Context: an optimization exercise on an open-source flow, tuned for small area, a short achievable clock period and few clock cycles. The choices shown serve that exercise and are no tape-out recipe.
No functional check of the RTL was part of any run shown here.

**design/flow/design.v**
```verilog
module MUL_DIV_top (
    input           clk,
    input           rst_n,
    input  [31:0]   data1,
    input  [31:0]   data2,
    input           MUL_DIV_start,
    input  [2:0]    MUL_DIV_ctrl,
    output [31:0]   MUL_DIV_out,
    output          MUL_DIV_done
);
localparam [3:0] S_IDLE = 4'd0, S_MUL = 4'd1, S_TAIL = 4'd2, S_CORR = 4'd3,
                 S_DPREP = 4'd4, S_ZCHK = 4'd5, S_UP = 4'd6, S_DOWN = 4'd7,
                 S_RCOR = 4'd8, S_FIX = 4'd9;
function [2:0] booth;
    input [2:0] b;
    begin
        booth[2] = b[1] ^ b[0];
        booth[1] = (b == 3'b011) | (b == 3'b100);
        booth[0] = b[2] & ~(b[1] & b[0]);
    end
endfunction
reg  [3:0]  state;
reg         done_r;
reg         op_rem;          
reg         osel;            
reg  [2:0]  cnt;             
reg  [1:0]  tcnt;            
reg  [5:0]  dcnt;            
reg  [1:0]  dph;             
reg         corr;
reg         asgn, qneg;
reg  [34:0] X;
reg  [31:0] Y;
reg  [33:0] M;
reg         one0, two0, neg0r, one1, two1, neg1r, magy, cinr, dmode;
wire        neg0 = neg0r ^ (dmode & X[34]);
wire        neg1 = neg1r ^ (dmode & X[34]);
wire        cin  = cinr  ^ (dmode & X[34]);
localparam W = 38;
wire [W-1:0] Mx   = {{(W-34){M[33]}}, M};
wire [W-1:0] mag0 = (one0 ? Mx : {W{1'b0}}) | (two0 ? {Mx[W-2:0], 1'b0} : {W{1'b0}})
                  | (magy ? {{(W-32){1'b0}}, Y} : {W{1'b0}});
wire [W-1:0] mag1 = (one1 ? {Mx[W-3:0], 2'b00} : {W{1'b0}}) | (two1 ? {Mx[W-4:0], 3'b000} : {W{1'b0}});
wire [W-1:0] A    = {{(W-35){X[34]}}, X};
wire [W-1:0] B    = mag0 ^ {W{neg0}};
wire [W-1:0] C    = mag1 ^ {W{neg1}};
wire [W-1:0] cs_s = A ^ B ^ C;
wire [W-1:0] cs_c = {(A[W-2:0] & B[W-2:0]) | (A[W-2:0] & C[W-2:0]) | (B[W-2:0] & C[W-2:0]), neg1};
wire [W-1:0] S    = cs_s + cs_c + {{(W-1){1'b0}}, cin};
wire         s_neg = S[W-1];
wire        in_div  = MUL_DIV_ctrl[2];
wire        in_as   = in_div ? ~MUL_DIV_ctrl[0] : (MUL_DIV_ctrl[1:0] != 2'd3);  
wire        in_bs   = in_div ? ~MUL_DIV_ctrl[0] : ~MUL_DIV_ctrl[1];             
wire        in_asgn = data1[31] & in_as;
wire        in_bsgn = data2[31] & in_bs;
wire        in_dz   = (data2 == 32'd0);
wire [31:0] in_ae   = data1 ^ {32{in_asgn}};
wire        in_g1   = ~|in_ae[31:7];
wire        in_g2   = ~|in_ae[31:15];
wire        in_g3   = ~|in_ae[31:23];
wire [2:0]  in_jg   = in_g1 ? 3'd1 : in_g2 ? 3'd2 : in_g3 ? 3'd3 : 3'd4;
reg [3:0] nstate;
reg       ndone;
always @* begin
    nstate = state;
    ndone  = 1'b0;
    case (state)
        S_IDLE:  if (MUL_DIV_start) begin
                     if (!in_div) nstate = S_MUL;
                     else if (in_dz) begin nstate = S_IDLE; ndone = 1'b1; end
                     else nstate = in_asgn ? S_DPREP : S_ZCHK;
                 end
        S_MUL:   if (cnt == 3'd1) begin
                     if (tcnt != 2'd0) nstate = S_TAIL;
                     else if (corr) nstate = S_CORR;
                     else begin nstate = S_IDLE; ndone = 1'b1; end
                 end
        S_TAIL:  if (tcnt == 2'd1) begin nstate = S_IDLE; ndone = 1'b1; end
        S_CORR:  begin nstate = S_IDLE; ndone = 1'b1; end
        S_DPREP: nstate = S_ZCHK;
        S_ZCHK:  if (s_neg) begin nstate = S_IDLE; ndone = 1'b1; end    
                 else nstate = S_UP;
        S_UP:    if (s_neg) nstate = S_DOWN;
        S_DOWN:  if (dcnt == 6'd0) begin
                     if (op_rem) nstate = S_RCOR;
                     else if (qneg) nstate = S_FIX;
                     else begin nstate = S_IDLE; ndone = 1'b1; end
                 end
        S_RCOR:  if (asgn) nstate = S_FIX;
                 else begin nstate = S_IDLE; ndone = 1'b1; end
        S_FIX:   begin nstate = S_IDLE; ndone = 1'b1; end
        default: nstate = S_IDLE;
    endcase
end
always @(posedge clk or negedge rst_n) begin
    if (!rst_n) begin
        state  <= S_IDLE;
        done_r <= 1'b0;
    end else begin
        state  <= nstate;
        done_r <= ndone;
    end
end
wire [2:0] bd0_in  = booth({data1[1:0], 1'b0});
wire [2:0] bd1_in  = booth(data1[3:1]);
wire [2:0] bd0_y   = booth(Y[5:3]);
wire [2:0] bd1_y   = booth(Y[7:5]);
wire       msgn    = M[33];
reg  [8:0] nctl;    
always @* begin
    nctl = 9'd0;
    case (nstate)
        S_MUL:   nctl = (state == S_IDLE) ? {bd0_in, bd1_in, 1'b0, bd0_in[0], 1'b0}
                                          : {bd0_y,  bd1_y,  1'b0, bd0_y[0],  1'b0};
        S_CORR:  nctl = {3'b100, 3'b000, 3'b000};                           
        S_DPREP: nctl = {3'b001, 3'b000, 3'b110};                           
        S_ZCHK:  nctl = (state == S_IDLE) ? {2'b10, ~in_bsgn, 3'b000, 1'b0, ~in_bsgn, 1'b0}
                                          : {2'b10, ~msgn,    3'b000, 1'b0, ~msgn,    1'b0};
        S_UP:    nctl = {3'b000, 2'b01, ~msgn, 3'b000};                     
        S_DOWN:  if (state == S_UP)   nctl = {3'b000, 2'b10, ~msgn, 3'b001};    
                 else if (dph == 2'd0) nctl = {2'b01, ~msgn, 3'b000, 1'b0, ~msgn, 1'b1};  
                 else                  nctl = {2'b10, ~msgn, 3'b000, 1'b0, ~msgn, 1'b1};  
        S_RCOR:  nctl = {2'b10, ~msgn, 3'b000, 1'b0, ~msgn, 1'b1};          
        S_FIX:   nctl = op_rem ? {3'b001, 3'b000, 3'b000}                   
                               : {3'b001, 3'b000, 3'b110};                  
        default: nctl = 9'd0;
    endcase
end
always @(posedge clk) {one0, two0, neg0r, one1, two1, neg1r, magy, cinr, dmode} <= nctl;
always @(posedge clk) begin
    case (state)
        S_IDLE: if (MUL_DIV_start) begin
            op_rem <= MUL_DIV_ctrl[2] & MUL_DIV_ctrl[1];
            X      <= (in_div & ~in_asgn) ? {3'b000, data1} : 35'd0;
            Y      <= data1 | {32{in_div & ~MUL_DIV_ctrl[1] & in_dz}};   
            M      <= {{2{in_bsgn}}, data2};
            osel   <= ~in_div & (MUL_DIV_ctrl[1:0] != 2'd0);
            cnt    <= {in_jg, 1'b0};
            tcnt   <= 3'd4 - in_jg;
            corr   <= data1[31] & ~in_as;
            asgn   <= in_asgn;
            qneg   <= in_asgn ^ in_bsgn;
            dcnt   <= 6'd2;
        end
        S_MUL: begin
            X   <= {S[W-1], S[W-1:4]};
            Y   <= {S[3:0], Y[31:4]};
            cnt <= cnt - 3'd1;
        end
        S_TAIL: begin
            X    <= {{8{X[34]}}, X[34:8]};
            Y    <= {X[7:0], Y[31:8]};
            tcnt <= tcnt - 2'd1;
        end
        S_CORR: X <= S[34:0];
        S_DPREP: X <= {3'b000, S[31:0]};                   
        S_ZCHK: begin
            if (!op_rem) Y <= 32'd0;                       
            osel <= op_rem & ~s_neg & ~asgn;
        end
        S_UP: if (!s_neg) begin
            M    <= {M[30:0], 3'b000};
            dcnt <= dcnt + 6'd3;
        end else
            dph  <= 2'd0;
        S_DOWN: begin
            X    <= (dcnt == 6'd0 && !op_rem) ? 35'd0 : S[34:0];
            Y    <= {Y[30:0], ~s_neg};
            if (dph == 2'd2 && dcnt != 6'd0) M <= {M[33], M[33:1]};
            if (dph != 2'd2) dph <= dph + 2'd1;
            dcnt <= dcnt - 6'd1;
        end
        S_RCOR: if (X[34]) X <= S[34:0];
        S_FIX: begin
            Y    <= op_rem ? ~S[31:0] : S[31:0];
            osel <= 1'b0;
        end
        default: ;
    endcase
end
assign MUL_DIV_out  = osel ? X[31:0] : Y;
assign MUL_DIV_done = done_r;
endmodule
```
**design/flow/run.sh**
```bash
#!/bin/bash
# synth_recipe.tcl (not shown) runs the flow's synth.tcl, then flattens the netlist and writes it again
# the make line also repeats each setting of config.mk as NAME=value (left out here)
make -C /OpenROAD-flow-scripts/flow DESIGN_CONFIG=/design/flow/config.mk WORK_HOME=/design/flow/orfs CLKGATE_MAP_FILE= SYNTH_SCRIPT=/design/flow/synth_recipe.tcl finish
```
**design/flow/config.mk**
```make
export PLATFORM = sky130hd
export DESIGN_NAME = MUL_DIV_top
export DESIGN_NICKNAME = MUL_DIV_top
export VERILOG_FILES = /design/flow/design.v
export SDC_FILE = /design/flow/constraint.sdc
export NUM_CORES = 8
export LEC_CHECK = 0
export CAP_MARGIN = 20
export CORE_MARGIN = 2
export CORE_UTILIZATION = 40
export SETUP_SLACK_MARGIN = 4
export SLEW_MARGIN = 20
```
**design/flow/constraint.sdc**
```tcl
create_clock -name core_clock -period 9.0 [get_ports {clk}]
set_input_delay 1.8000 -clock core_clock [delete_from_list [all_inputs] [get_ports {clk}]]
set_output_delay 1.8000 -clock core_clock [all_outputs]
set_load 0.01 [all_outputs]
```
==> summary.txt, run 1 <==
Worst setup path
  • Worst r2r dst: X[32]
  • Worst path top cell family by delay: compound AO/OA/AOI/OAI gates
  • Setup slack, reg-to-reg: 4130 ps
  • Critical path's largest stage delay: ~510 ps
  • Reg2reg start: X[34]
  • Worst Reg-to-Reg Cells: 19
  • Crit. path cell count: 19
  • Largest fanout on the critical path: 6
  • Buffers & Inverters on Critical Path: 4
  • CP Capture Type: register
  • Critical path arrival: 5010 ps
  • Required time of the critical path: between 9000 and 10000 ps
  • Worst Path Class, Setup: register to register
  • Critical path, cell by cell: nand2_4 > xor2_4 > buf_4 > clkbuf_16 > xnor2_1 > fa_1 > inv_1 > ha_2 > a21o_1 > a311oi_2 > or3b_4 > a2111oi_4 > buf_4 > o2111ai_4 > nand4_1 > a31oi_4 > nand2b_1 > a311oi_2 > o221ai_1
  • Worst path slowest cell: fa_1
  • Startpoint class of the critical path: register

CTS
  • H-tree level count: 4
  • Clk slew on worst S/H paths: roughly 60 ps
  • Clock buffer count from CTS: 17
  • Skew-Pair Late Insertion Delay: 430 ps
  • CTS tree: yes
  • Post-CTS Hold Fix Bufs: 0
  • Root Buffer: clkbuf_16
  • Clk sinks: around 130
  • Clock Path Buffers: 2

Global route
  • GR Util met3: 6.07%
  • Gr ovfl total: 0
  • First-pass GRT wire length: 72.6 mm
  • Largest net degree at the start of global routing: 77
  • Global route hottest layer: met2
  • Global Route Usage Sum: 29.0%
  • GRT met1 Usage: roughly two fifths
  • Vias in the first global route: 11700
  • Met2 usage: 44.8%
  • Initial antenna violation count: 0

Yosys
  • Adder-Cell Fraction of Synth Area: 11.3%
  • Synthesis Warnings: 1
  • Syn nets: 1577
  • List of most frequent post-synthesis cells: 162 x nand2_1, 119 x edfxtp_1, 119 x inv_1
  • Ys flop type: edfxtp_1
  • Proportion of synthesized area in mux cells: 5.38%
  • EDFF count, synth: 119
  • Cell count after synthesis: 1416
  • Async S/R FF share, synth: 3.76%
  • Top post-synthesis cells by area: edfxtp_1 28%, xnor2_1 7.4%, a222oi_1 6.1%
  • Synth Area in XOR/XNOR: 9.97%
  • Share of the synthesized area in the top cell type: between 20% and 30%
  • Synth Area in Compound Gates: 24.2%
  • Yosys reg bits: approximately 130
  • Sequential fraction of the synthesis area: 30.4%
  • Library cells used by synthesis: 81
  • Yosys top cell by area: edfxtp_1
  • Synth Area in Simple Gates: about 12%
  • Count leader, synth: nand2_1
  • Largest family of logic cells by synthesized area: compound AO/OA/AOI/OAI gates
  • Mapped Area: 12700 sq um
  • Avg Synthesized Cell Area: 9.00 sq um

Timing
  • Worst Tran Pin Value: 1070 ps
  • Crit path time final: 4870 ps
  • Period utilization: 54.1%
  • Unrepaired setup endpoints after global routing: yes
  • Hold Vio Cnt, Final: 0
  • Final Setup Violations: 0
  • Highest clock rate: 0.205 GHz
  • TNS Setup: 0 ps
  • Headroom to the max-slew limit: 27.8%
  • Max-slew violation count: 0
  • Clock Skew: 13.5 ps

Outcome
  • Status: finished clean

Placement
  • Detailed placer's ending HPWL: approximately 35 mm
  • RePlAce Congestion: 0.970
  • Placed Area: 14200 sq um
  • PortBufs: between 100 and 150

Run
  • Max cap viols: 0

Detailed routing
  • Routed vias: 12400
  • Vias/cell: 6.51
  • Final ANT Viol Nets: 0
  • Initial DRC Count: 2214
  • WL per Instance: around 26 um
  • DRC: 0
  • WL final: 49.5 mm
  • First-pass DRT Iterations: 9

Min path
  • Hold Crit Endpoint: dph[0]
  • Worst min-delay path class: register to register
  • Hold Path Depth: 1
  • Beginning of the worst hold path: dph[0]

Floorplanning
  • Core ar.: roughly 31000 sq um
  • # IOs: a little over 100
  • Initial core utilization: 40.5%
  • Total die area: around 33000 sq um
  • Chip Height: 182 um
  • Die width: 182 um
  • Num rows: 65

Final layout
  • Antenna cells: 0
  • Finished Cell Area: approximately 15000 sq um
  • Layout Nets: 1652
  • Area growth, synth to finish: 20.9%
  • Fraction of layout cells with a size suffix above 1: between 10% and 20%
  • Final core area utilization: 48.9%
[cell usage in the layout, fill, tap and decap left out, types with 8 or more instances in the layout]
master	count
fa_1	38
nand3_1	14
and3_1	8
nand2b_1	9
o211ai_1	9
clkbuf_16	20
inv_1	118
a31oi_1	18
edfxtp_1	119
nand4_1	14
buf_4	38
mux2i_1	36
nor2_1	65
nand2_1	161
xnor2_1	105
a22oi_1	36
a21o_1	14
nor4_1	15
a21oi_1	61
clkdlybuf4s50_1	102
dfxtp_1	9
a221oi_1	11
a222oi_1	78
o21ai_0	91
nor3_1	17
mux2_2	28
ha_1	47
a221o_1	13
xor2_1	31
[worst max-delay path by stage]
stage	slack [ps]	start	end
after CTS	3960	X[34]	X[31]
after floorplan	4020	X[34]	M[0]
final	4130	X[34]	X[32]
after global routing	3990	X[34]	X[32]
after detailed placement	2650	X[34]	M[12]
after global placement	2830	X[34]	M[10]
[routing by layer]
metal / part of all wire, % / vias up
li1: - / 5442
met1: 39 / 5934
met2: 45 / 873
met3: 11 / 158
met4: 5.1 / 0
met5: 0 / -
[final cells by class]
type                    instances  area (sq um)
inverters                     120           450
fillers                      2910         16100
flip-flops and latches        133          3880
repair buffers                150          1500
clock inverters                11           174
well taps                     402           503
clock buffers                  21           460
multi-input cells            1069          8440
[flip-flops by register name, indices dropped and copies added, names as in the netlist, 2 cells and up]
signal / count
X: 35
M: 34
Y: 32
dcnt: 6
state: 4
cnt: 3
dph: 2
tcnt: 2
[cell families (layout without fill, tap and decap cells)]
kind of cell | after synthesis | in the layout
adders and majority gates | 92 | 92
and+or+nand+nor | 344 | 344
muxes | 65 | 65
DFF | 133 | 133
AOI/OAI and AO/OA | 422 | 423
buffers and inverters | 215 | 302
xor gates and xnor gates | 145 | 145
[through the flow]
| stage | setup WS, ps | hold slack, ps | cells |
|---|---|---|---|
| 2_1_floorplan | 4020 | 531 | 1416 |
| 3_3_place_gp | 2830 | 541 | 1845 |
| 5_1_grt | 3990 | 598 | 1906 |
| 4_1_cts | 3960 | 555 | 1891 |
| 6_report | 4130 | 557 | 1906 |
| 3_5_place_dp | 2650 | 546 | 1845 |
[timing repair]
| action | in CTS | in global routing |
|---|---|---|
| buffers inserted | 13 | 12 |
| pin swaps | 3 | 12 |
| cloned | 1 | 3 |
| setup endpoints to repair | 94 | 61 |
| resized for setup | 14 | 41 |
==> run 2, diff against run 1 <==
--- a/design/flow/config.mk
+++ b/design/flow/config.mk
@@ -8,5 +8,5 @@
 export CAP_MARGIN = 20
 export CORE_MARGIN = 2
 export CORE_UTILIZATION = 40
-export SETUP_SLACK_MARGIN = 4
+export SETUP_SLACK_MARGIN = 4.5
 export SLEW_MARGIN = 20
==> run 2 against run 1 <==
Hold slack improved by 9.0 ps. Clock-buffer cell count decreased by 2. Register-to-register slack improved by 60 ps. Clock skew increased by 11 ps. Critical path type unchanged.
==> summary.txt, run 2 <==
Global route
  • First-pass GRT wire length: 76.1 mm (was 72.6 mm)
  • Global route hottest layer: met2 (unchanged)
  • Met2 usage: 47.9% (was 44.8%)
  • Initial antenna violation count: 0 (unchanged)
  • GRT met1 Usage: 39.9% (was 38.8%)
  • Vias in the first global route: 12200 (was 11700)
  • GR Util met3: 7.02% (was 6.07%)
  • Global Route Usage Sum: 30.5% (was 29.0%)
  • Gr ovfl total: 0 (unchanged)
  • Largest net degree at the start of global routing: 77 (unchanged)

Yosys
  • Cell count after synthesis: 1416 (unchanged)
  • Synthesis Warnings: 1 (unchanged)
  • EDFF count, synth: 119 (unchanged)
  • Ys flop type: edfxtp_1 (unchanged)
  • Yosys reg bits: 133 (unchanged)
  • Share of the synthesized area in the top cell type: 28.0% (unchanged)
  • Mapped Area: 12700 sq um (unchanged)
  • Sequential fraction of the synthesis area: 30.4% (unchanged)
  • Count leader, synth: nand2_1 (unchanged)
  • Top post-synthesis cells by area: edfxtp_1 28%, xnor2_1 7.4%, a222oi_1 6.1% (unchanged)
  • Syn nets: 1577 (unchanged)
  • Async S/R FF share, synth: 3.76% (unchanged)
  • List of most frequent post-synthesis cells: 162 x nand2_1, 119 x edfxtp_1, 119 x inv_1 (unchanged)
  • Avg Synthesized Cell Area: 9.00 sq um (unchanged)
  • Yosys top cell by area: edfxtp_1 (unchanged)
  • Library cells used by synthesis: 81 (unchanged)

Timing
  • Period utilization: 53.4% (was 54.1%)
  • Unrepaired setup endpoints after global routing: yes (unchanged)
  • Clock Skew: 24.8 ps (was 13.5 ps)
  • Hold Vio Cnt, Final: 0 (unchanged)
  • Worst Tran Pin Value: 1200 ps (was 1070 ps)
  • Fin worst setup slack: 4190 ps (was 4130 ps)
  • Max-slew violation count: 0 (unchanged)
  • Headroom to the max-slew limit: 19.5% (was 27.8%)
  • Hold_ws: 566 ps (was 557 ps)
  • Final Setup Violations: 0 (unchanged)
  • Highest clock rate: 0.208 GHz (was 0.205 GHz)
  • Crit path time final: 4810 ps (was 4870 ps)
  • TNS Setup: 0 ps (unchanged)

CTS
  • H-tree level count: 4 (unchanged)
  • Root Buffer: clkbuf_16 (unchanged)
  • Post-CTS Hold Fix Bufs: 0 (unchanged)
  • Clk sinks: 133 (unchanged)
  • CTS tree: yes (unchanged)
  • Skew-Pair Late Insertion Delay: 450 ps (was 430 ps)
  • Clk slew on worst S/H paths: 70 ps (was 60 ps)
  • Clock Path Buffers: 2 (unchanged)
  • Clock buffer count from CTS: 17 (unchanged)

Final layout
  • Fillcell total: 2801 (was 2910)
  • Largest register FFs: 35 (unchanged)
  • Multi-input logic area: 9070 sq um (was 8440 sq um)
  • Non-Filler Instances: 1957 (was 1906)
  • Antenna cells: 0 (unchanged)
  • Layout Nets: 1703 (was 1652)
  • FF/Latch Area: 3880 sq um (about the same)
  • Most common cell after layout, fill and taps aside: nand2_1 (unchanged)
  • Largest Register: X (unchanged)
  • Commonest non-fill, non-tap cells in the layout: 160 x nand2_1, 119 x edfxtp_1, 119 x inv_1, 102 x clkdlybuf4s50_1, 95 x xnor2_1 (was 161 x nand2_1, 119 x edfxtp_1, 118 x inv_1, 105 x xnor2_1, 102 x clkdlybuf4s50_1)
  • Top Registers: X (35), M (34), Y (32) (unchanged)
  • Fraction of layout cells with a size suffix above 1: 19.0% (was 11.5%)
  • Area growth, synth to finish: 30.0% (was 20.9%)

Detailed routing
  • WL per Instance: 26.8 um (was 26.0 um)
  • Vias/cell: 6.59 (was 6.51)
  • Initial DRC Count: 2292 (was 2214)
  • DRC: 0 (unchanged)
  • Final ANT Viol Nets: 0 (unchanged)
  • First-pass DRT Iterations: 15 (was 9)
  • Routed vias: 12900 (was 12400)
  • WL final: 52.4 mm (was 49.5 mm)

Floorplanning
  • Chip Height: 182 um (unchanged)
  • Die width: 182 um (unchanged)
  • # IOs: 103 (unchanged)
  • Total die area: 33300 sq um (unchanged)
  • Num rows: 65 (unchanged)
  • Initial core utilization: 40.5% (unchanged)
  • Core ar.: 31500 sq um (unchanged)

Worst setup path
  • Worst Path Class, Setup: register to register (unchanged)
  • Critical path's largest stage delay: 490 ps (was 510 ps)
  • Required time of the critical path: 9180 ps (was 9140 ps)
  • Buffers & Inverters on Critical Path: 5 (was 4)
  • Critical Path Most Common Cell: buf_12
  • Critical path arrival: 4990 ps (was 5010 ps)
  • CP Capture Type: register (unchanged)
  • Critical path, cell by cell: nand2_4 > xor2_4 > buf_12 > buf_12 > buf_12 > xnor2_1 > fa_1 > inv_1 > ha_4 > nand4_4 > nor2_4 > or3b_4 > a2111oi_4 > buf_4 > o2111ai_4 > a31o_1 > a31oi_4 > xnor2_2 > a221oi_2 > nor2_1 (was nand2_4 > xor2_4 > buf_4 > clkbuf_16 > xnor2_1 > fa_1 > inv_1 > ha_2 > a21o_1 > a311oi_2 > or3b_4 > a2111oi_4 > buf_4 > o2111ai_4 > nand4_1 > a31oi_4 > nand2b_1 > a311oi_2 > o221ai_1)
  • Worst path top cell family by delay: compound AO/OA/AOI/OAI gates (unchanged)
  • Worst path slowest cell: fa_1 (unchanged)
  • Largest fanout on the critical path: 10 (was 6)
  • Startpoint class of the critical path: register (unchanged)

Placement
  • PortBufs: 102 (unchanged)
  • Placed Instances: 1846 (was 1845)
  • RePlAce Congestion: 0.929 (was 0.970)
  • Post-Place Worst Slack: 3060 ps (was 2650 ps)
  • Detailed placer's ending HPWL: 34.7 mm (was 34.5 mm)

Outcome
  • Status: finished clean (unchanged)

Run
  • Max cap viols: 0 (unchanged)

Min path
  • Worst min-delay path class: register to register (unchanged)
-- run 2: cell types whose count changed in the layout (fill, tap and decap cells not counted), moves of 6 or more --
| cell | previous run | this run |
|---|---|---|
| xor2_1 | 31 | 24 |
| o21ai_0 | 91 | 80 |
| xnor2_2 | 2 | 11 |
| ha_1 | 47 | 25 |
| ha_4 | 2 | 20 |
| buf_4 | 38 | 74 |
| buf_12 | 4 | 14 |
| xnor2_1 | 105 | 95 |
| o21ai_1 | 6 | 12 |
| a21oi_1 | 61 | 55 |
-- run 2: logic make-up after synthesis --
kind of cell,synth area share (%)
AO/OA/AOI/OAI,24.2
AND/OR/NAND/NOR,12.3
buffers and inverters,6.44
XOR/XNOR,9.97
flip-flops,30.4
adder cells (fa/ha/maj),11.3
multiplexers,5.38
-- run 2: repair_timing --
item / in CTS / in global routing
endpoints found under the setup margin: 110 / 91
buffers inserted: 49 / 23
cloned: 6 / 1
pin swaps: 39 / 25
resized for setup: 82 / 67
-- run 2: routing by layer --
metal  routed length [um]  part of all wire, %
met3                 6060                   12
met4                 2730                  5.2
met1                20300                   39
met5                    0                    0
met2                23400                   45
-- run 2: final timing paths --
check,from,slack [ps],cells past startpoint,endpoint
worst max-delay path,X[34],4190,20,Y[28]
worst min-delay path,dph[0],570,1,dph[0]
worst max register to register,X[34],4190,20,Y[28]
worst min register to register,dph[0],570,1,dph[0]
max in group asynchronous,rst_n,7210,1,state[0]
min in group asynchronous,rst_n,1580,1,state[2]
-- run 2: cell type report --
type | instances | area share [%]
tap | 402 | 3.04
sequential | 133 | 23.4
clock inverter | 13 | 0.884
clock buffer | 19 | 2.61
inverter | 120 | 2.72
timing repair buffer | 200 | 12.5
multi-input combinational | 1070 | 54.8
-- run 2: worst register-to-register path: cells and delay by family, from the launching register on --
| family | cells | cell delay, ps |
|---|---|---|
| compound gates | 5 | 1250 |
| xor+xnor | 3 | 400 |
| fa+ha+maj | 2 | 800 |
| buf+inv | 5 | 630 |
| flops | 1 | 450 |
| simple gates | 5 | 1000 |
-- run 2: metrics by stage --
step	instance area, sq um	utilization [%]
final	16600	52.6
after CTS	15900	50.7
after global placement	14300	45.5
after floorplan	13000	-
after global routing	16600	52.6
after detailed placement	14300	45.6
==> run 3, diff against run 2 <==
--- a/design/flow/config.mk
+++ b/design/flow/config.mk
@@ -8,5 +8,5 @@
 export CAP_MARGIN = 20
 export CORE_MARGIN = 2
 export CORE_UTILIZATION = 40
-export SETUP_SLACK_MARGIN = 4.5
+export SETUP_SLACK_MARGIN = 5
 export SLEW_MARGIN = 20
==> run 3 against run 2 <==
Non-clock buffer count rose by 57. Sequential share of layout area fell by 1.8 points. Register-to-register slack improved by 40 ps. Maximum frequency rose by 0.82%. Critical endpoint is now X[32].
==> summary.txt, run 3 <==
Outcome
  • Status: finished clean (unchanged)

Final layout
  • Largest Register: X (unchanged)
  • Fraction of layout cells with a size suffix above 1: 27.9% (was 19.0%)
  • FF/Latch Area: 3880 sq um (about the same)
  • Final core area utilization: 57.1% (was 52.6%)
  • Layout Nets: 1759 (was 1703)
  • Top Registers: X (35), M (34), Y (32) (unchanged)
  • Area growth, synth to finish: 40.9% (was 30.0%)
  • Commonest non-fill, non-tap cells in the layout: 148 x nand2_1, 119 x edfxtp_1, 111 x inv_1, 106 x buf_4, 101 x clkdlybuf4s50_1 (was 160 x nand2_1, 119 x edfxtp_1, 119 x inv_1, 102 x clkdlybuf4s50_1, 95 x xnor2_1)
  • Multi-input logic area: 9860 sq um (was 9070 sq um)
  • Largest register FFs: 35 (unchanged)
  • Fillcell total: 2590 (was 2801)
  • Most common cell after layout, fill and taps aside: nand2_1 (unchanged)

CTS
  • Clock Path Buffers: 2 (unchanged)
  • Skew-Pair Late Insertion Delay: 450 ps (about the same)
  • Clk slew on worst S/H paths: 70 ps (about the same)
  • Root Buffer: clkbuf_16 (unchanged)
  • H-tree level count: 4 (unchanged)
  • CTS tree: yes (unchanged)
  • Clk sinks: 133 (unchanged)
  • Clock buffer count from CTS: 17 (unchanged)

Timing
  • Headroom to the max-slew limit: 30.4% (was 19.5%)
  • Worst Tran Pin Value: 1040 ps (was 1200 ps)
  • Highest clock rate: 0.210 GHz (was 0.208 GHz)
  • Hold_ws: 562 ps (was 566 ps)
  • Period utilization: 53.0% (was 53.4%)
  • Hold Vio Cnt, Final: 0 (unchanged)
  • Crit path time final: 4770 ps (was 4810 ps)
  • TNS Setup: 0 ps (unchanged)
  • Final Setup Violations: 0 (unchanged)
  • Unrepaired setup endpoints after global routing: yes (unchanged)
  • Clock Skew: 12.6 ps (was 24.8 ps)
  • Max-slew violation count: 0 (unchanged)

Worst setup path
  • Worst Reg-to-Reg Cells: 19 (was 20)
  • Critical path's largest stage delay: 460 ps (was 490 ps)
  • Worst Path Class, Setup: register to register (unchanged)
  • Required time of the critical path: 9170 ps (was 9180 ps)
  • Startpoint class of the critical path: register (unchanged)
  • Buffers & Inverters on Critical Path: 2 (was 5)
  • Critical path, cell by cell: nand2_4 > xor2_4 > buf_12 > xor2_4 > ha_4 > mux2i_4 > xor2_2 > fa_2 > a21o_1 > a311oi_2 > or3b_4 > a2111oi_4 > buf_6 > o2111ai_4 > a31oi_4 > a31o_2 > a21oi_2 > xor2_2 > o221ai_1 (was nand2_4 > xor2_4 > buf_12 > buf_12 > buf_12 > xnor2_1 > fa_1 > inv_1 > ha_4 > nand4_4 > nor2_4 > or3b_4 > a2111oi_4 > buf_4 > o2111ai_4 > a31o_1 > a31oi_4 > xnor2_2 > a221oi_2 > nor2_1)
  • CP Capture Type: register (unchanged)
  • Worst path slowest cell: edfxtp_1 (was fa_1)
  • Reg2reg start: X[34] (unchanged)
  • Setup slack, reg-to-reg: 4230 ps (was 4190 ps)
  • Critical path arrival: 4940 ps (was 4990 ps)
  • Worst path top cell family by delay: compound AO/OA/AOI/OAI gates (unchanged)
  • Largest fanout on the critical path: 5 (was 10)
  • Worst r2r dst: X[32] (was Y[28])

Yosys
  • Mapped Area: 12700 sq um (unchanged)
  • Top post-synthesis cells by area: edfxtp_1 28%, xnor2_1 7.4%, a222oi_1 6.1% (unchanged)
  • Synthesis Warnings: 1 (unchanged)
  • Library cells used by synthesis: 81 (unchanged)
  • EDFF count, synth: 119 (unchanged)
  • Ys flop type: edfxtp_1 (unchanged)
  • Sequential fraction of the synthesis area: 30.4% (unchanged)
  • Count leader, synth: nand2_1 (unchanged)
  • Yosys reg bits: 133 (unchanged)
  • Cell count after synthesis: 1416 (unchanged)
  • Avg Synthesized Cell Area: 9.00 sq um (unchanged)
  • Syn nets: 1577 (unchanged)
  • List of most frequent post-synthesis cells: 162 x nand2_1, 119 x edfxtp_1, 119 x inv_1 (unchanged)
  • Share of the synthesized area in the top cell type: 28.0% (unchanged)
  • Yosys top cell by area: edfxtp_1 (unchanged)
  • Async S/R FF share, synth: 3.76% (unchanged)

Floorplanning
  • Initial core utilization: 40.5% (unchanged)
  • Die width: 182 um (unchanged)
  • Core ar.: 31500 sq um (unchanged)
  • Num rows: 65 (unchanged)
  • Chip Height: 182 um (unchanged)
  • Total die area: 33300 sq um (unchanged)
  • # IOs: 103 (unchanged)

Min path
  • Hold Path Depth: 1 (unchanged)
  • Worst min-delay path class: register to register (unchanged)
  • Beginning of the worst hold path: dph[0] (unchanged)
  • Hold Crit Endpoint: dph[0] (unchanged)

Global route
  • Gr ovfl total: 0 (unchanged)
  • Initial antenna violation count: 0 (unchanged)
  • Largest net degree at the start of global routing: 77 (unchanged)
  • First-pass GRT wire length: 76.7 mm (was 76.1 mm)
  • Vias in the first global route: 12300 (was 12200)
  • Global Route Usage Sum: 30.4% (was 30.5%)

Placement
  • PortBufs: 102 (unchanged)
  • Detailed placer's ending HPWL: 34.6 mm (was 34.7 mm)
  • RePlAce Congestion: 0.926 (was 0.929)

Detailed routing
  • First-pass DRT Iterations: 10 (was 15)
  • Final ANT Viol Nets: 0 (unchanged)
  • DRC: 0 (unchanged)
  • Routed vias: 13400 (was 12900)
  • Vias/cell: 6.67 (was 6.59)
  • Initial DRC Count: 2645 (was 2292)
  • WL final: 54.2 mm (was 52.4 mm)
  • WL per Instance: 26.9 um (was 26.8 um)

Run
  • Max cap viols: 0 (unchanged)
==> run 3: cell counts after synthesis <==
Identical to the previous run, type by type.
==> run 3: repair_timing <==
action | in CTS | in global routing
endpoints found under the hold margin | 0 | 0
pin swaps | 51 | 102
setup endpoints to repair | 123 | 123
buffers inserted | 65 | 61
gates resized for setup | 116 | 154
cloned | 6 | 4
hold buffers | 0 | 0
==> run 3: routing by layer <==
metal / track usage [%] / wire (um)
met5: 0 / 0
met3: 5.57 / 6320
met2: 47.4 / 24400
met1: 40.5 / 20300
met4: 15.5 / 3120
==> run 3: stage by stage <==
stage                     instances  setup slack [ps]  area (sq um)
after floorplan                1416              4180         13300
after global placement         1845              3370         14600
after detailed placement       1845              3250         14600
after CTS                      1947              4310         16600
after global routing           2012              4090         18000
final                          2013              4230         18000
==> run 3: kinds of logic (layout without fill, tap and decap cells) <==
logic type	Yosys count	in the layout	share of synthesized area, %
AOI/OAI and AO/OA	422	422	24.2
and+or+nand+nor	344	345	12.3
buffers and inverters	215	408	6.44
xor gates and xnor gates	145	145	9.97
DFF	133	133	30.4
adders and majority gates	92	92	11.3
muxes	65	65	5.38
other	0	1	0
==> run 3: cell type report <==
class / count / area share, %
multi-input cells: 1069 / 54.9
flip-flops and latches: 133 / 21.6
repair buffers: 257 / 14.7
well taps: 402 / 2.80
inverters: 120 / 2.51
clock buffers: 17 / 2.37
clock inverters: 14 / 1.17
diodes: 1 / 0.0139
==> run 3: worst max path at each step <==
stage	slack [ps]	end	cells past startpoint	start
after floorplan	4180	M[0]	16	X[34]
after global placement	3370	M[25]	15	X[34]
after detailed placement	3250	M[25]	15	X[34]
after CTS	4310	X[32]	18	X[34]
after global routing	4090	Y[30]	19	X[34]
final	4230	X[32]	19	X[34]
==> run 3: worst register-to-register path, delay by kind of cell (launching register included) <==
| family | cells | cell delay [ps] |
|---|---|---|
| multiplexers | 1 | 250 |
| AND/OR/NAND/NOR | 2 | 550 |
| adder cells (fa/ha/maj) | 2 | 550 |
| AO/OA/AOI/OAI | 8 | 1500 |
| XOR/XNOR | 4 | 830 |
| buffers and inverters | 2 | 340 |
| flip-flops | 1 | 460 |
==> run 4, diff against run 3 <==
--- a/design/flow/config.mk
+++ b/design/flow/config.mk
@@ -5,8 +5,9 @@
 export SDC_FILE = /design/flow/constraint.sdc
 export NUM_CORES = 8
 export LEC_CHECK = 0
+export ABC_AREA = 1
 export CAP_MARGIN = 20
 export CORE_MARGIN = 2
 export CORE_UTILIZATION = 40
-export SETUP_SLACK_MARGIN = 5
+export SETUP_SLACK_MARGIN = 4
 export SLEW_MARGIN = 20
==> run 4 against run 3 <==
Critical path depth decreased by 4. Maximum frequency shrank 1.3%. Design area fell by 11%. Sequential cell count unchanged. Clock skew is 3.2 ps higher. Die area increased by 7.5%. Synthesized cell count rose by 34%. First-iteration DRC count down 26%. Critical path type unchanged. Critical endpoint is now M[10].
==> summary.txt, run 4 <==
Timing
  • Worst Tran Pin Value: 1000 ps (was 1040 ps)
  • Hold Vio Cnt, Final: 0 (unchanged)
  • Clock Skew: 15.8 ps (was 12.6 ps)
  • Highest clock rate: 0.207 GHz (was 0.210 GHz)
  • Headroom to the max-slew limit: 32.5% (was 30.4%)
  • Max-slew violation count: 0 (unchanged)
  • Unrepaired setup endpoints after global routing: no (was yes)
  • TNS Setup: 0 ps (unchanged)
  • Final Setup Violations: 0 (unchanged)
  • Crit path time final: 4830 ps (was 4770 ps)
  • Period utilization: 53.7% (was 53.0%)

CTS
  • H-tree level count: 4 (unchanged)
  • Root Buffer: clkbuf_16 (unchanged)
  • Skew-Pair Late Insertion Delay: 470 ps (was 450 ps)
  • Clock Path Buffers: 2 (unchanged)
  • Clk sinks: 133 (unchanged)
  • Clk slew on worst S/H paths: 70 ps (about the same)
  • CTS tree: yes (unchanged)
  • Post-CTS Hold Fix Bufs: 0 (unchanged)
  • Clock buffer count from CTS: 17 (unchanged)

Detailed routing
  • Final ANT Viol Nets: 0 (unchanged)
  • DRC: 0 (unchanged)
  • WL final: 64.2 mm (was 54.2 mm)
  • WL per Instance: 26.3 um (was 26.9 um)
  • Initial DRC Count: 1945 (was 2645)
  • First-pass DRT Iterations: 9 (was 10)
  • Routed vias: 14900 (was 13400)
  • Vias/cell: 6.11 (was 6.67)

Worst setup path
  • Required time of the critical path: 9160 ps (was 9170 ps)
  • Reg2reg start: two1 (was X[34])
  • Worst Reg-to-Reg Cells: 15 (was 19)
  • Worst r2r dst: M[10] (was X[32])
  • Worst Path Class, Setup: register to register (unchanged)
  • Largest fanout on the critical path: 33 (was 5)
  • Setup slack, reg-to-reg: 4170 ps (was 4230 ps)
  • Startpoint class of the critical path: register (unchanged)
  • Critical path arrival: 4990 ps (was 4940 ps)
  • CP Capture Type: register (unchanged)

Yosys
  • List of most frequent post-synthesis cells: 428 x nand2_1, 292 x inv_1, 143 x nor2_1 (was 162 x nand2_1, 119 x edfxtp_1, 119 x inv_1)
  • Synthesis Warnings: 1 (unchanged)
  • Async S/R FF share, synth: 3.76% (unchanged)
  • Top post-synthesis cells by area: edfxtp_1 26%, nand2_1 12%, inv_1 8.0% (was edfxtp_1 28%, xnor2_1 7.4%, a222oi_1 6.1%)
  • Count leader, synth: nand2_1 (unchanged)
  • Share of the synthesized area in the top cell type: 26.0% (was 28.0%)
  • EDFF count, synth: 119 (unchanged)
  • Library cells used by synthesis: 60 (was 81)
  • Yosys reg bits: 133 (unchanged)
  • Yosys top cell by area: edfxtp_1 (unchanged)
  • Sequential fraction of the synthesis area: 28.3% (was 30.4%)
  • Syn nets: 2064 (was 1577)
  • Avg Synthesized Cell Area: 7.21 sq um (was 9.00 sq um)
  • Ys flop type: edfxtp_1 (unchanged)
  • Cell count after synthesis: 1903 (was 1416)
  • Mapped Area: 13700 sq um (was 12700 sq um)

Final layout
  • Fraction of layout cells with a size suffix above 1: 7.94% (was 27.9%)
  • Area growth, synth to finish: 16.7% (was 40.9%)
  • Layout Nets: 2137 (was 1759)
  • Most common cell after layout, fill and taps aside: nand2_1 (unchanged)
  • Commonest non-fill, non-tap cells in the layout: 427 x nand2_1, 288 x inv_1, 142 x nor2_1, 119 x edfxtp_1, 112 x nand3_1 (was 148 x nand2_1, 119 x edfxtp_1, 111 x inv_1, 106 x buf_4, 101 x clkdlybuf4s50_1)
  • Largest register FFs: 35 (unchanged)
  • Largest Register: X (unchanged)
  • Finished Cell Area: 16000 sq um (was 18000 sq um)
  • Top Registers: X (35), M (34), Y (32) (unchanged)
  • Fillcell total: 3535 (was 2590)
  • Non-Filler Instances: 2438 (was 2013)

Global route
  • Largest net degree at the start of global routing: 65 (was 77)
  • First-pass GRT wire length: 91.6 mm (was 76.7 mm)
  • Global Route Usage Sum: 35.1% (was 30.4%)
  • Gr ovfl total: 0 (unchanged)
  • Vias in the first global route: 13900 (was 12300)
  • Initial antenna violation count: 1 (was 0)

Floorplanning
  • Chip Height: 189 um (was 182 um)
  • # IOs: 103 (unchanged)
  • Initial core utilization: 40.7% (was 40.5%)
  • Core ar.: 33700 sq um (was 31500 sq um)
  • Total die area: 35800 sq um (was 33300 sq um)
  • Die width: 189 um (was 182 um)
  • Num rows: 67 (was 65)

Min path
  • Hold Crit Endpoint: dph[0] (unchanged)
  • Hold Path Depth: 1 (unchanged)
  • Worst min-delay path class: register to register (unchanged)
  • Beginning of the worst hold path: dph[0] (unchanged)

Outcome
  • Status: finished clean (unchanged)

Placement
  • Placed Instances: 2395 (was 1845)
  • PortBufs: 102 (unchanged)
  • Placed Area: 15200 sq um (was 14600 sq um)
  • RePlAce Congestion: 1.01 (was 0.926)
  • Detailed placer's ending HPWL: 48.1 mm (was 34.6 mm)

Run
  • Max cap viols: 0 (unchanged)
## run 4: cell types whose count changed after synthesis, sizes merged, moves of 31 or more
cell | before | now
nand2 | 162 | 444
inv | 120 | 323
o221ai | 3 | 63
xor2 | 38 | 83
nand3 | 15 | 116
a22oi | 37 | 6
nor2 | 68 | 159
xnor2 | 107 | 15
a222oi | 78 | 0
o22ai | 6 | 71
mux2i | 37 | 1
## run 4: stage by stage
stage / hold slack (ps) / util (%) / setup WS (ps)
final: 560 / 47.5 / 4170
after global routing: 571 / 47.5 / 4010
after CTS: 558 / 47.1 / 4030
after detailed placement: 548 / 45.1 / 3510
after global placement: 543 / 45.1 / 3700
after floorplan: 531 / - / 4060
## run 4: cell type report
type                            instances  area, sq um  area share, %
Inverter                              325         1240           7.75
Timing Repair Buffer                  123         1270           7.94
Antenna cell                            1         2.50         0.0156
Clock inverter                         11          149          0.930
Tap cell                              448          561           3.50
Sequential cell                       133         3880           24.2
Timing Repair inverter                  4         30.0          0.188
Clock buffer                           21          460           2.88
Multi-Input combinational cell       1372         8420           52.6
## run 4: worst max-delay path: stages (launching register included)
cell	delay (ps)
dfxtp_1	500
clkinvlp_4	470
o22ai_1	450
xor2_1	160
fa_1	530
inv_1	40
ha_1	380
a21oi_1	250
and2_1	200
nand2_1	130
a21oi_2	240
nand4_1	180
nand3_4	180
o21ai_1	180
a311oi_4	330
buf_12	260
## run 4: what timing repair did
action / 4_1_cts / 5_1_grt
setup buffers: 0 / 5
resized for setup: 18 / 6
gates cloned: 2 / 3
endpoints found under the setup margin: 62 / 55
## run 4: kinds of logic (layout without fill, tap and decap cells)
logic type	after synthesis	count (layout)	synth area share [%]
AND/OR/NAND/NOR	772	772	24.4
multiplexers	1	1	0.0729
other	0	1	0
XOR/XNOR	98	98	6.25
flip-flops	133	133	28.3
adder cells (fa/ha/maj)	91	91	10.4
AO/OA/AOI/OAI	410	410	19.7
buffers and inverters	398	484	11.0
## run 4: per-layer routing
layer	global-route usage, %	up-vias	part of all wire [%]
li1	-	6588	-
met1	45.8	7138	39
met2	55.1	971	44
met3	6.77	204	10
met4	18.5	4	5.8
met5	0.962	-	0.17
## run 4: worst max path at each step
stage               startpoint     to  slack [ps]  cells after the start
global placement         X[34]  M[11]        3700                     17
detailed placement       X[34]  M[11]        3510                     17
CTS                      X[34]   M[9]        4030                     17
finish                    two1  M[10]        4170                     15
floorplan                X[34]   M[0]        4060                     21
global route              one0  X[18]        4010                     24
==> run 5, diff against run 4 <==
--- a/design/flow/config.mk
+++ b/design/flow/config.mk
@@ -5,9 +5,8 @@
 export SDC_FILE = /design/flow/constraint.sdc
 export NUM_CORES = 8
 export LEC_CHECK = 0
-export ABC_AREA = 1
 export CAP_MARGIN = 20
 export CORE_MARGIN = 2
-export CORE_UTILIZATION = 40
+export CORE_UTILIZATION = 60
 export SETUP_SLACK_MARGIN = 4
 export SLEW_MARGIN = 20
==> run 5 against run 4 <==
Highest routed layer is now met4. Critical path depth grew 1. Via count is 15% lower. Area after synthesis down 7.2%. Critical endpoint is now Y[17]. Register-to-register slack worse by 140 ps. Largest cell class unchanged. Clock-buffer cell count fell by 3. Utilization up 24 points. First-iteration DRC count grew 27%. Still clean on timing, DRC and antenna.
==> summary.txt, run 5 <==
Outcome
  • Status: finished clean (unchanged)

Detailed routing
  • WL per Instance: 27.0 um (was 26.3 um)
  • Routed vias: 12700 (was 14900)
  • Vias/cell: 7.20 (was 6.11)
  • First-pass DRT Iterations: 23 (was 9)
  • DRC: 0 (unchanged)
  • Final ANT Viol Nets: 0 (unchanged)
  • Initial DRC Count: 2468 (was 1945)
  • WL final: 47.7 mm (was 64.2 mm)

Floorplanning
  • Initial core utilization: 60.8% (was 40.7%)
  • Core ar.: 21000 sq um (was 33700 sq um)
  • Die width: 150 um (was 189 um)
  • Total die area: 22400 sq um (was 35800 sq um)
  • # IOs: 103 (unchanged)
  • Chip Height: 150 um (was 189 um)
  • Num rows: 53 (was 67)

Yosys
  • Count leader, synth: nand2_1 (unchanged)
  • Cell count after synthesis: 1416 (was 1903)
  • Mapped Area: 12700 sq um (was 13700 sq um)
  • Top post-synthesis cells by area: edfxtp_1 28%, xnor2_1 7.4%, a222oi_1 6.1% (was edfxtp_1 26%, nand2_1 12%, inv_1 8.0%)
  • Share of the synthesized area in the top cell type: 28.0% (was 26.0%)
  • Synthesis Warnings: 1 (unchanged)
  • Sequential fraction of the synthesis area: 30.4% (was 28.3%)
  • Async S/R FF share, synth: 3.76% (unchanged)
  • Ys flop type: edfxtp_1 (unchanged)
  • Syn nets: 1577 (was 2064)
  • Library cells used by synthesis: 81 (was 60)
  • Avg Synthesized Cell Area: 9.00 sq um (was 7.21 sq um)
  • Yosys reg bits: 133 (unchanged)
  • EDFF count, synth: 119 (unchanged)
  • List of most frequent post-synthesis cells: 162 x nand2_1, 119 x edfxtp_1, 119 x inv_1 (was 428 x nand2_1, 292 x inv_1, 143 x nor2_1)
  • Yosys top cell by area: edfxtp_1 (unchanged)

Worst setup path
  • Setup slack, reg-to-reg: 4020 ps (was 4170 ps)
  • Critical Path Most Common Cell: xor2_1
  • Worst Reg-to-Reg Cells: 16 (was 15)
  • Critical path's largest stage delay: 530 ps (about the same)
  • Required time of the critical path: 9130 ps (was 9160 ps)
  • Largest fanout on the critical path: 14 (was 33)
  • Worst path slowest cell: o41ai_1 (was fa_1)
  • Worst r2r dst: Y[17] (was M[10])
  • Worst Path Class, Setup: register to register (unchanged)
  • Buffers & Inverters on Critical Path: 2 (was 3)
  • Critical path, cell by cell: nand2_4 > xor2_4 > buf_12 > buf_4 > xor2_1 > fa_1 > ha_1 > and2_1 > a221o_1 > a21oi_1 > nor2_1 > o41ai_1 > o21ai_0 > xor2_1 > xnor2_1 > o211ai_1 (was clkinvlp_4 > o22ai_1 > xor2_1 > fa_1 > inv_1 > ha_1 > a21oi_1 > and2_1 > nand2_1 > a21oi_2 > nand4_1 > nand3_4 > o21ai_1 > a311oi_4 > buf_12)
  • Reg2reg start: X[34] (was two1)
  • Critical path arrival: 5110 ps (was 4990 ps)
  • Startpoint class of the critical path: register (unchanged)
  • CP Capture Type: register (unchanged)
  • Worst path top cell family by delay: compound AO/OA/AOI/OAI gates (unchanged)
  • Crit. path cell count: 16 (was 15)

Final layout
  • Multi-input logic area: 8330 sq um (was 8420 sq um)
  • Largest register FFs: 35 (unchanged)
  • Area growth, synth to finish: 17.7% (was 16.7%)
  • FF/Latch Area: 3880 sq um (unchanged)
  • Largest Register: X (unchanged)
  • Top Registers: X (35), M (34), Y (32) (unchanged)
  • Commonest non-fill, non-tap cells in the layout: 161 x nand2_1, 119 x edfxtp_1, 119 x inv_1, 105 x xnor2_1, 102 x clkdlybuf4s50_1 (was 427 x nand2_1, 288 x inv_1, 142 x nor2_1, 119 x edfxtp_1, 112 x nand3_1)
  • Final core area utilization: 71.6% (was 47.5%)
  • Fillcell total: 1702 (was 3535)
  • Fraction of layout cells with a size suffix above 1: 10.4% (was 7.94%)
  • Layout Nets: 1642 (was 2137)
  • Finished Cell Area: 15000 sq um (was 16000 sq um)
  • Most common cell after layout, fill and taps aside: nand2_1 (unchanged)

Global route
  • Global Route Usage Sum: 41.9% (was 35.1%)
  • Initial antenna violation count: 0 (was 1)
  • Largest net degree at the start of global routing: 76 (was 65)
  • First-pass GRT wire length: 70.1 mm (was 91.6 mm)
  • Vias in the first global route: 11800 (was 13900)
  • Gr ovfl total: 0 (unchanged)

CTS
  • Clock Path Buffers: 2 (unchanged)
  • Skew-Pair Late Insertion Delay: 440 ps (was 470 ps)
  • CTS tree: yes (unchanged)
  • Clk slew on worst S/H paths: 70 ps (about the same)
  • Clk sinks: 133 (unchanged)
  • H-tree level count: 4 (unchanged)
  • Post-CTS Hold Fix Bufs: 0 (unchanged)
  • Clock buffer count from CTS: 17 (unchanged)
  • Root Buffer: clkbuf_16 (unchanged)

Min path
  • Beginning of the worst hold path: dph[0] (unchanged)
  • Hold Crit Endpoint: dph[0] (unchanged)
  • Worst min-delay path class: register to register (unchanged)
  • Hold Path Depth: 1 (unchanged)

Timing
  • Final Setup Violations: 0 (unchanged)
  • Period utilization: 55.3% (was 53.7%)
  • Unrepaired setup endpoints after global routing: yes (was no)
  • Worst Tran Pin Value: 1130 ps (was 1000 ps)
  • Clock Skew: 14.0 ps (was 15.8 ps)
  • Highest clock rate: 0.201 GHz (was 0.207 GHz)
  • Headroom to the max-slew limit: 24.4% (was 32.5%)
  • TNS Setup: 0 ps (unchanged)
  • Crit path time final: 4980 ps (was 4830 ps)
  • Max-slew violation count: 0 (unchanged)
  • Hold Vio Cnt, Final: 0 (unchanged)

Placement
  • Placed Area: 14000 sq um (was 15200 sq um)
  • RePlAce Congestion: 0.984 (was 1.01)
  • Detailed placer's ending HPWL: 32.9 mm (was 48.1 mm)
  • PortBufs: 102 (unchanged)

Run
  • Max cap viols: 0 (unchanged)
run 5: logic make-up (layout without fill, tap and decap cells):
| group | after synthesis | after routing | share of synthesized area, % |
|---|---|---|---|
| compound gates | 422 | 423 | 24.2 |
| mux | 65 | 65 | 5.38 |
| other cells | 0 | 1 | 0 |
| flops | 133 | 133 | 30.4 |
| xor+xnor | 145 | 145 | 9.97 |
| simple gates | 344 | 344 | 12.3 |
| buf+inv | 215 | 292 | 6.44 |
| fa+ha+maj | 92 | 92 | 11.3 |
run 5: final cells by class:
class | count | share of cell area, %
Antenna cell | 1 | 0.0167
Clock buffer | 18 | 2.93
Clock inverter | 14 | 1.10
Inverter | 120 | 3.00
Multi-Input combinational cell | 1069 | 55.6
Sequential cell | 133 | 25.9
Tap cell | 275 | 2.29
Timing Repair Buffer | 140 | 9.24
run 5: through the flow:
stage / setup WS (ps) / hold WS, ps / std cells
6_report: 4020 / 558 / 1770
5_1_grt: 3900 / 581 / 1769
4_1_cts: 4010 / 563 / 1756
3_5_place_dp: 2730 / 552 / 1716
3_3_place_gp: 2880 / 548 / 1716
2_1_floorplan: 4020 / 531 / 1416
run 5: metal layers:
metal / vias up / global-route usage, % / routed length (um) / share of wire (%)
met5: - / 0 / 0 / 0
met4: 0 / 24.1 / 3110 / 6.5
met3: 207 / 10.8 / 6700 / 14
met2: 1045 / 62.5 / 20900 / 44
met1: 6048 / 55.3 / 17000 / 36
li1: 5439 / - / - / -
run 5: worst max-delay path by stage:
stage / start / slack (ps) / end
4_1_cts: X[34] / 4010 / X[30]
6_report: X[34] / 4020 / Y[17]
2_1_floorplan: X[34] / 4020 / M[0]
3_3_place_gp: X[34] / 2880 / M[10]
5_1_grt: X[34] / 3900 / X[32]
3_5_place_dp: X[34] / 2730 / M[11]
run 5: timing repair:
item                       4_1_cts  5_1_grt
setup endpoints to repair       89       50
gates cloned                     2        0
pin swaps                        6       13
resized for setup               11       21
setup buffers                    6       13
run 5: worst register-to-register path: cells and delay by family, from the launching register on:
family / cells / cell delay, ps
buffers and inverters: 2 / 310
adder cells (fa/ha/maj): 2 / 820
XOR/XNOR: 4 / 1040
AND/OR/NAND/NOR: 3 / 430
AO/OA/AOI/OAI: 5 / 1610
flip-flops: 1 / 460

static timing again, ports no longer ideal:
How much do the figures lean on ideal ports? The routed layouts below were timed once more, with nothing changed but the port constraints.
Step 1 (the two cells are an assumption about what drives the block):
set clk [get_ports {clk}]
set_driving_cell -lib_cell sky130_fd_sc_hd__clkbuf_16 $clk
set_driving_cell -lib_cell sky130_fd_sc_hd__buf_2 [delete_from_list [all_inputs] $clk]
Step 2 also shifts input and output timing later by t, the mid clock arrival at the registers, as if the neighbouring blocks saw the same clock.
Slacks: ideal ports / drivers / drivers and shift; pairs: ideal ports / drivers.
run	shift t [ns]	setup WS [ns]	cell pins on the clock port's net
run 1	0.477	4.128 / 4.128 / 3.796	1
run 2	0.494	4.191 / 4.191 / 3.949	1
run 3	0.494	4.230 / 4.230 / 4.025	1
run 4	0.515	4.167 / 4.167 / 3.745	1
run 5	0.482	4.025 / 4.025 / 3.850	1
After both steps setup and hold are still met in every run listed. The setup slack of run 4, which loses most, moves by 0.000 ns with the drivers and by -0.422 ns with both steps.
